Background: an optimization exercise with open tools, aiming at small area and a short achievable clock period. Do not read the settings as production practice. The RTL was checked by simulation tests, not by an equivalence proof against the original design.

==> try-cedar: inputs <==
==> flow/design.v (excerpt) <==
module ohs_boost_l2 #(
  parameter data_width = 32,
  parameter data_decimal = 22
)(
  input aclk,
  input resetn,
  input ce,
  input signed [data_width-1:0] kL,
  input signed [data_width-1:0] kRL,
  input signed [data_width-1:0] kC,
  input signed [data_width-1:0] kR,
  input signed [data_width-1:0] vdc,
  input S1_pwm,
  output wire signed [data_width-1:0] iL,
  output wire signed [data_width-1:0] vL,
  output wire signed [data_width-1:0] iC,
  output wire signed [data_width-1:0] vC,
  output wire signed [data_width-1:0] iLoad
);
reg [31:0] vL_r, iL_1, iCR, iC_r, vC_1;
wire [31:0] v2n, v2x;
wire m1_one0;
wire m1_two0;
wire m1_neg0;
wire [32:0] m1_pp0;
wire m1_ns0;
wire m1_one1;
wire m1_two1;
wire m1_neg1;
wire [32:0] m1_pp1;
wire m1_ns1;
wire m1_one2;
wire m1_two2;
wire m1_neg2;
wire [32:0] m1_pp2;
wire m1_ns2;
wire m1_one3;
wire m1_two3;
wire m1_neg3;
wire [32:0] m1_pp3;
wire m1_ns3;
wire m1_one4;
wire m1_two4;
wire m1_neg4;
wire [32:0] m1_pp4;
wire m1_ns4;
wire m1_one5;
wire m1_two5;
wire m1_neg5;
wire [32:0] m1_pp5;
wire m1_ns5;
wire m1_one6;
wire m1_two6;
wire m1_neg6;
wire [32:0] m1_pp6;
wire m1_ns6;
wire m1_one7;
wire m1_two7;
wire m1_neg7;
wire [32:0] m1_pp7;
  ...
Settings: LEC_CHECK=0, ABC_AREA=1, CAP_MARGIN=20, CORE_MARGIN=2, CORE_UTILIZATION=55, SLEW_MARGIN=20, SYNTH_HIERARCHICAL=1, SYNTH_MINIMUM_KEEP_SIZE=0; clock period 34.0 ns.
standard.sh (not shown) runs the stock make flow with config.mk's settings and CLKGATE_MAP_FILE= SYNTH_SCRIPT=/design/flow/synth_recipe.tcl, a recipe that flattens the netlist after the stock synthesis.
==> flow/flow/run.sh <==
#!/bin/bash
set -euo pipefail
MARGIN=9
bash standard.sh synth > synth.log 2>&1
bash standard.sh SETUP_SLACK_MARGIN=$MARGIN "BUFFER_PORTS_ARGS=-buffer_cell sky130_fd_sc_hd__buf_2" finish > layout.log 2>&1
==> try-juniper: changes against try-cedar <==
==> flow/flow/run.sh (replaced) <==
#!/bin/bash
set -euo pipefail
MARGIN=9
bash standard.sh synth > synth.log 2>&1
bash standard.sh SETUP_SLACK_MARGIN=$MARGIN "BUFFER_PORTS_ARGS=-buffer_cell sky130_fd_sc_hd__buf_1" finish > layout.log 2>&1
- CAP_MARGIN: 20 -> 10
- SLEW_MARGIN: 20 -> 10
- TNS_END_PERCENT: not set -> 10
==> try-amber: changes against try-cedar <==
==> flow/flow/run.sh (replaced) <==
#!/bin/bash
set -euo pipefail
MARGIN=9
bash standard.sh synth > synth.log 2>&1
bash standard.sh SETUP_SLACK_MARGIN=$MARGIN finish > layout.log 2>&1
- CORE_UTILIZATION: 55 -> 40
==> try-violet: changes against try-cedar <==
- CORE_UTILIZATION: 55 -> 65
- CTS_CLUSTER_DIAMETER: not set -> 40
- CTS_CLUSTER_SIZE: not set -> 10
==> implementation parameters <==
Parameter                              Value

Status
  Status  no timing/DRC/antenna violations

GRT
  Pin count of the biggest net entering global routing    64
  Vias in the first global route    82600

Place
  Worst-case setup slack after placement    8.14 ns
  Post-placement cell count    11000

Finish
  Ratio of cells with drive above 1 in the final layout    12.0%
  Total inserted antenna cells    6

Setup path
  Worst stage delay on the critical path    0.58 ns

Clocking
  Number of setup buffers added after CTS    7

Die
  Starting utilization of the core area    55.4%

Detailed routing
  Detailed-routing iteration count for the pre-antenna-repair pass    9
-- figures above: try-cedar

==> implementation parameters <==
Parameter                              Value

Status
  Status  no timing/DRC/antenna violations

Detailed routing
  Average wire length per cell after detail routing    33.8 um
  Detailed-routing iteration count for the pre-antenna-repair pass    10

Place
  Worst-case setup slack after placement    8.28 ns
  Post-placement cell count    10700

GRT
  Pin count of the biggest net entering global routing    61

Yosys
  Cells after Synth    9381

Clocking
  Number of setup buffers added after CTS    8

Finish
  Non-clock buffer count in the final layout    750
  Ratio of cells with drive above 1 in the final layout    12.7%
  Total inserted antenna cells    5

Setup path
  Slack of the worst reg-to-reg path    18.11 ns
  Critical Path Slowest Stage Cell    fa_2

Die
  Starting utilization of the core area    65.6%
-- figures above: try-violet

==> implementation parameters <==
Parameter                              Value

Die
  Starting utilization of the core area    40.3%

Status
  Status  no timing/DRC/antenna violations

GRT
  Vias in the first global route    85800
  Pin count of the biggest net entering global routing    69

Clocking
  Number of setup buffers added after CTS    117

Finish
  Total inserted antenna cells    8
  Ratio of cells with drive above 1 in the final layout    14.2%

Detailed routing
  Detailed-routing iteration count for the pre-antenna-repair pass    8

Place
  Worst-case setup slack after placement    6.17 ns
  Post-placement cell count    11800

Setup path
  Worst stage delay on the critical path    0.64 ns
-- figures above: try-amber

==> implementation parameters <==
Parameter                              Value

Finish
  Register cell area after layout    0.00324 mm^2
  Ratio of cells with drive above 1 in the final layout    8.70%
  Total inserted antenna cells    6

Detailed routing
  Detailed-routing iteration count for the pre-antenna-repair pass    7

Timing
  Final setup viols    0

GRT
  Pin count of the biggest net entering global routing    90
  Vias in the first global route    82700

Setup path
  Worst stage delay on the critical path    0.69 ns
  Worst reg2reg path endpoint    iC_r[31]

Die
  Starting utilization of the core area    55.4%

Status
  Status  no timing/DRC/antenna violations
-- figures above: try-juniper

## re-timing with driven ports
The results above use ideal ports. As a check the final layouts listed here were re-extracted and re-timed, cells and wires unchanged. Step 1 assumes that a clkbuf_16 drives the clock port and a buf_2 every other input. Step 2 moves the port delays by t, midway between the first and last clock arrival at a register: inputs arrive t later, outputs are due t later. That takes back most of the time a late clock gives input paths. a / b / c = ideal / step 1 / step 2; a / b = the first two.
| run | t (ns) | slack for setup (ns) | worst slew at a driven data input, ns |
|---|---|---|---|
| try-cedar | 0.570 | 9.146 / 9.126 / 9.126 | 0.22 |
| try-juniper | 0.594 | 9.169 / 9.144 / 9.144 | 0.18 |
| try-amber | 0.605 | 8.959 / 8.936 / 8.936 | 0.07 |
| try-violet | 0.583 | 9.149 / 9.125 / 9.125 | 0.09 |
After both steps every run listed still meets setup and hold. The setup slack of try-juniper, which loses most, moves by -0.025 ns with the drivers and by -0.025 ns with both steps.
